What follows belongs to an exercise in optimizing a design on an open flow for small area; a production flow would make more cautious choices. Function was checked by simulation only, so behaviour that the tests miss may differ from the original. Power figures rest on the tool's default switching activity, not on a simulated workload.

== epsilon ==
Design vga_stats_display, start of the top module:
module vga_stats_display(
	input clk,
	input rst,
	input [3:0] data_trans,
	input [3:0] data_recev,
	input [15:0] received1,
	input [15:0] received2,
	input [15:0] received3,
	input [15:0] received4,
	input [15:0] transmitted1,
	input [15:0] transmitted2,
	input [15:0] transmitted3,
	input [15:0] transmitted4,
	input [10:0] drop1,
	input [10:0] drop2,
	input [10:0] drop3,
	input [10:0] drop4,
	input [2:0] count1,
	input [2:0] count2,
	input [2:0] count3,
	input [2:0] count4,
	input [11:0] buffer1,
	input [11:0] buffer2,
	input [11:0] buffer3,
	input [11:0] buffer4,
	output [7:0] RED,
	output [7:0] GREEN,
	output [7:0] BLUE,
	output HSYNC,
	output VSYNC
);
Size: about 270 I/O pins, ~8200 um2 of cells after synthesis.
Settings: LEC_CHECK=0, ABC_AREA=1, CAP_MARGIN=20, CORE_MARGIN=2, CORE_UTILIZATION=40, CTS_BUF_LIST=sky130_fd_sc_hd__clkbuf_8, CTS_CLUSTER_DIAMETER=50, CTS_CLUSTER_SIZE=10, GPL_TIMING_DRIVEN=0, SLEW_MARGIN=30; clock period 40.0 ns.
standard.sh (not shown) runs the stock make flow with config.mk's settings and CLKGATE_MAP_FILE= SYNTH_SCRIPT=/design/flow/synth_recipe.tcl, a recipe that flattens the netlist after the stock synthesis.
==> flow/flow/run.sh <==
#!/bin/bash
# Own layout flow: the standard flow, except that
#  - the port buffers are sky130_fd_sc_hd__buf_1 (every port still gets one).
# Each tool's output goes to a log file of its own in this folder.
set -euo pipefail
W=$(pwd)
R=$W/orfs/results/$FLOW_PLATFORM/vga_stats_display/base
LIB=$FLOW_HOME/platforms/$FLOW_PLATFORM/lib/sky130_fd_sc_hd__tt_025C_1v80.lib

bash standard.sh synth > $W/flow_synth.log 2>&1
cp $R/1_2_yosys.v $W/standard_netlist.v

flops() { grep -o 'sky130_fd_sc_hd__df[a-z0-9_]* [^ ]*' "$1" | sort; }
flops $W/standard_netlist.v > $W/flops_standard.txt
best=""; best_area=""

# one round: re-optimise netlist $1 with seeds $3.. for $2 seconds each, in
# parallel; then keep the smallest netlist that passed its checks (the
# flip-flops come through unchanged, every cell is mapped)
round() {
	local in=$1 t=$2; shift 2
	local s f area
	for s in "$@"; do
		IN=$in OUT=$W/reopt_netlist_$s.v ABC_T=$t ABC_S=$s LIB=$LIB \
			yosys -c $W/flow/reopt.tcl > $W/reopt_$s.log 2>&1 &
	done
	wait
	for s in "$@"; do
		f=$W/reopt_netlist_$s.v
		[[ -f $f ]] || continue
		grep -q "End of script" $W/reopt_$s.log || continue
		flops $f | cmp -s - $W/flops_standard.txt || continue
		if grep -q "assign" $f; then continue; fi
		area=$(grep -i "chip area" $W/reopt_$s.log | tail -1 | awk '{print $NF}')
		echo "seed $s from $(basename $in): area $area" >> $W/reopt_choice.log
		if [[ -z $best_area ]] || awk -v a=$area -v b=$best_area 'BEGIN{exit !(a<b)}'; then
			best=$f; best_area=$area
		fi
	done
}

round $W/standard_netlist.v ${T1:-300} 1 2 3 4
round $W/standard_netlist.v ${T1:-300} 5 6 7 8
[[ -n $best ]] || { echo "no usable re-optimised netlist" >&2; exit 1; }
cp $best $W/round1_best.v
round $W/round1_best.v ${T2:-180} 11 12 13 14
echo "chosen: $best ($best_area)" >> $W/reopt_choice.log

cp $best $R/1_2_yosys.v
rm -f $R/1_synth.odb
bash standard.sh "BUFFER_PORTS_ARGS=-buffer_cell sky130_fd_sc_hd__buf_1" finish > $W/flow_finish.log 2>&1
Other scripts of this flow, unchanged in this note and not shown: flow/flow/reopt.tcl
No stage failed in epsilon, and the final checks on the layout all came back clean.
Input changes introduced in beta (baseline for comparison: epsilon):
--- a/flow/flow/run.sh
+++ b/flow/flow/run.sh
@@ -41,7 +41,9 @@
 
-round $W/standard_netlist.v ${T1:-300} 1 2 3 4
-round $W/standard_netlist.v ${T1:-300} 5 6 7 8
+round $W/standard_netlist.v ${T1:-200} 1 2 3 4
+round $W/standard_netlist.v ${T1:-200} 5 6 7 8
 [[ -n $best ]] || { echo "no usable re-optimised netlist" >&2; exit 1; }
 cp $best $W/round1_best.v
-round $W/round1_best.v ${T2:-180} 11 12 13 14
+round $W/round1_best.v ${T2:-150} 11 12 13 14
+cp $best $W/round2_best.v
+round $W/round2_best.v ${T2:-120} 21 22 23 24
 echo "chosen: $best ($best_area)" >> $W/reopt_choice.log
Notes after the runs:
beta: done, clean on timing, DRC and antenna. epsilon → beta: worst-skew pair later-pin latency about even; core utilization increased 0.95 points. Register-to-register slack, epsilon and beta: higher on beta.

vga_stats_display, a different RTL version from the one above (not shown whole).
Size in the first run: about 1400 cells after synthesis, ~270 I/O pins, about 0.0082 mm^2 of cells after synthesis.
==> flow/config.mk <==
export PLATFORM = sky130hd
export DESIGN_NAME = vga_stats_display
export DESIGN_NICKNAME = vga_stats_display
export VERILOG_FILES = /design/flow/design.v
export SDC_FILE = /design/flow/constraint.sdc
export NUM_CORES = 4
export LEC_CHECK = 0
export ABC_AREA = 1
export CAP_MARGIN = 20
export CORE_MARGIN = 2
export CORE_UTILIZATION = 40
export CTS_CLUSTER_DIAMETER = 50
export CTS_CLUSTER_SIZE = 10
export SLEW_MARGIN = 30
==> flow/constraint.sdc <==
create_clock -name core_clock -period 40.0 [get_ports {clk}]
set_input_delay 8.0000 -clock core_clock [delete_from_list [all_inputs] [get_ports {clk}]]
set_output_delay 8.0000 -clock core_clock [all_outputs]
set_load 0.01 [all_outputs]
==> flow/flow/run.sh <==
#!/bin/bash
# Own layout flow: the standard flow, except that
#  - the port buffers are sky130_fd_sc_hd__buf_1 (every port still gets one).
# Each tool's output goes to a log file of its own in this folder.
set -euo pipefail
W=$(pwd)
R=$W/orfs/results/$FLOW_PLATFORM/vga_stats_display/base
LIB=$FLOW_HOME/platforms/$FLOW_PLATFORM/lib/sky130_fd_sc_hd__tt_025C_1v80.lib

bash standard.sh synth > $W/flow_synth.log 2>&1
cp $R/1_2_yosys.v $W/standard_netlist.v

flops() { grep -o 'sky130_fd_sc_hd__df[a-z0-9_]* [^ ]*' "$1" | sort; }
flops $W/standard_netlist.v > $W/flops_standard.txt
best=""; best_area=""

# one round: re-optimise netlist $1 with seeds $3.. for $2 seconds each, in
# parallel; then keep the smallest netlist that passed its checks (the
# flip-flops come through unchanged, every cell is mapped)
round() {
	local in=$1 t=$2; shift 2
	local s f area
	for s in "$@"; do
		IN=$in OUT=$W/reopt_netlist_$s.v ABC_T=$t ABC_S=$s LIB=$LIB \
			yosys -c $W/flow/reopt.tcl > $W/reopt_$s.log 2>&1 &
	done
	wait
	for s in "$@"; do
		f=$W/reopt_netlist_$s.v
		[[ -f $f ]] || continue
		grep -q "End of script" $W/reopt_$s.log || continue
		flops $f | cmp -s - $W/flops_standard.txt || continue
		if grep -q "assign" $f; then continue; fi
		area=$(grep -i "chip area" $W/reopt_$s.log | tail -1 | awk '{print $NF}')
		echo "seed $s from $(basename $in): area $area" >> $W/reopt_choice.log
		if [[ -z $best_area ]] || awk -v a=$area -v b=$best_area 'BEGIN{exit !(a<b)}'; then
			best=$f; best_area=$area
		fi
	done
}

round $W/standard_netlist.v ${T1:-300} 1 2 3 4
round $W/standard_netlist.v ${T1:-300} 5 6 7 8
[[ -n $best ]] || { echo "no usable re-optimised netlist" >&2; exit 1; }
cp $best $W/round1_best.v
round $W/round1_best.v ${T2:-180} 11 12 13 14
echo "chosen: $best ($best_area)" >> $W/reopt_choice.log

cp $best $R/1_2_yosys.v
rm -f $R/1_synth.odb
bash standard.sh "BUFFER_PORTS_ARGS=-buffer_cell sky130_fd_sc_hd__buf_1" finish > $W/flow_finish.log 2>&1
Other scripts of this flow, unchanged in this note and not shown: flow/flow/reopt.tcl
==> next run, changes <==
Settings changed: CTS_BUF_LIST set to sky130_fd_sc_hd__clkbuf_8, GPL_TIMING_DRIVEN set to 0.
After rerunning: The changed run ran to the end with no violations. Wire length falls by 2.1%. Power fell by 4.3%. Maximum frequency went down by 4.6%. Final area hardly moves. Global-route usage drops by 0.90 points. Cell count increases by 0.60%. Clock skew came out higher by 0.0084 ns.

what the ideal ports hide:
Ports are ideal in the flow. The routed layouts listed here were re-timed in OpenROAD.
Step 1 (the two cells are an assumption about what drives the block):
set clk [get_ports {clk}]
set_driving_cell -lib_cell sky130_fd_sc_hd__clkbuf_16 $clk
set_driving_cell -lib_cell sky130_fd_sc_hd__buf_2 [delete_from_list [all_inputs] $clk]
Step 2 adds t to the input delays and takes it off the output delays; t is the mean of the earliest and latest rising clock arrival at the registers after step 1. Input paths then give back, and output paths get back, about the clock's delay inside the block.
Three values: no drivers, after step 1, after step 2; two values: the first two.
run	t, ns	setup slack, ns	worst hold slack (ns)	worst data-port slew with drivers (ns)
epsilon	0.350	16.867 / 16.877 / 16.526	0.334 / 0.334 / 0.334	0.10
beta	0.342	17.256 / 17.254 / 16.913	0.335 / 0.335 / 0.335	0.08
the first run of note 2	0.336	18.067 / 18.085 / 17.749	0.329 / 0.329 / 0.329	0.10
the second run of note 2	0.352	17.008 / 17.015 / 16.663	0.331 / 0.331 / 0.331	0.09
After both steps every run listed still meets setup and hold. For the second run of note 2, which loses most, drivers alone change the setup slack by +0.007 ns; drivers and shift together by -0.345 ns.
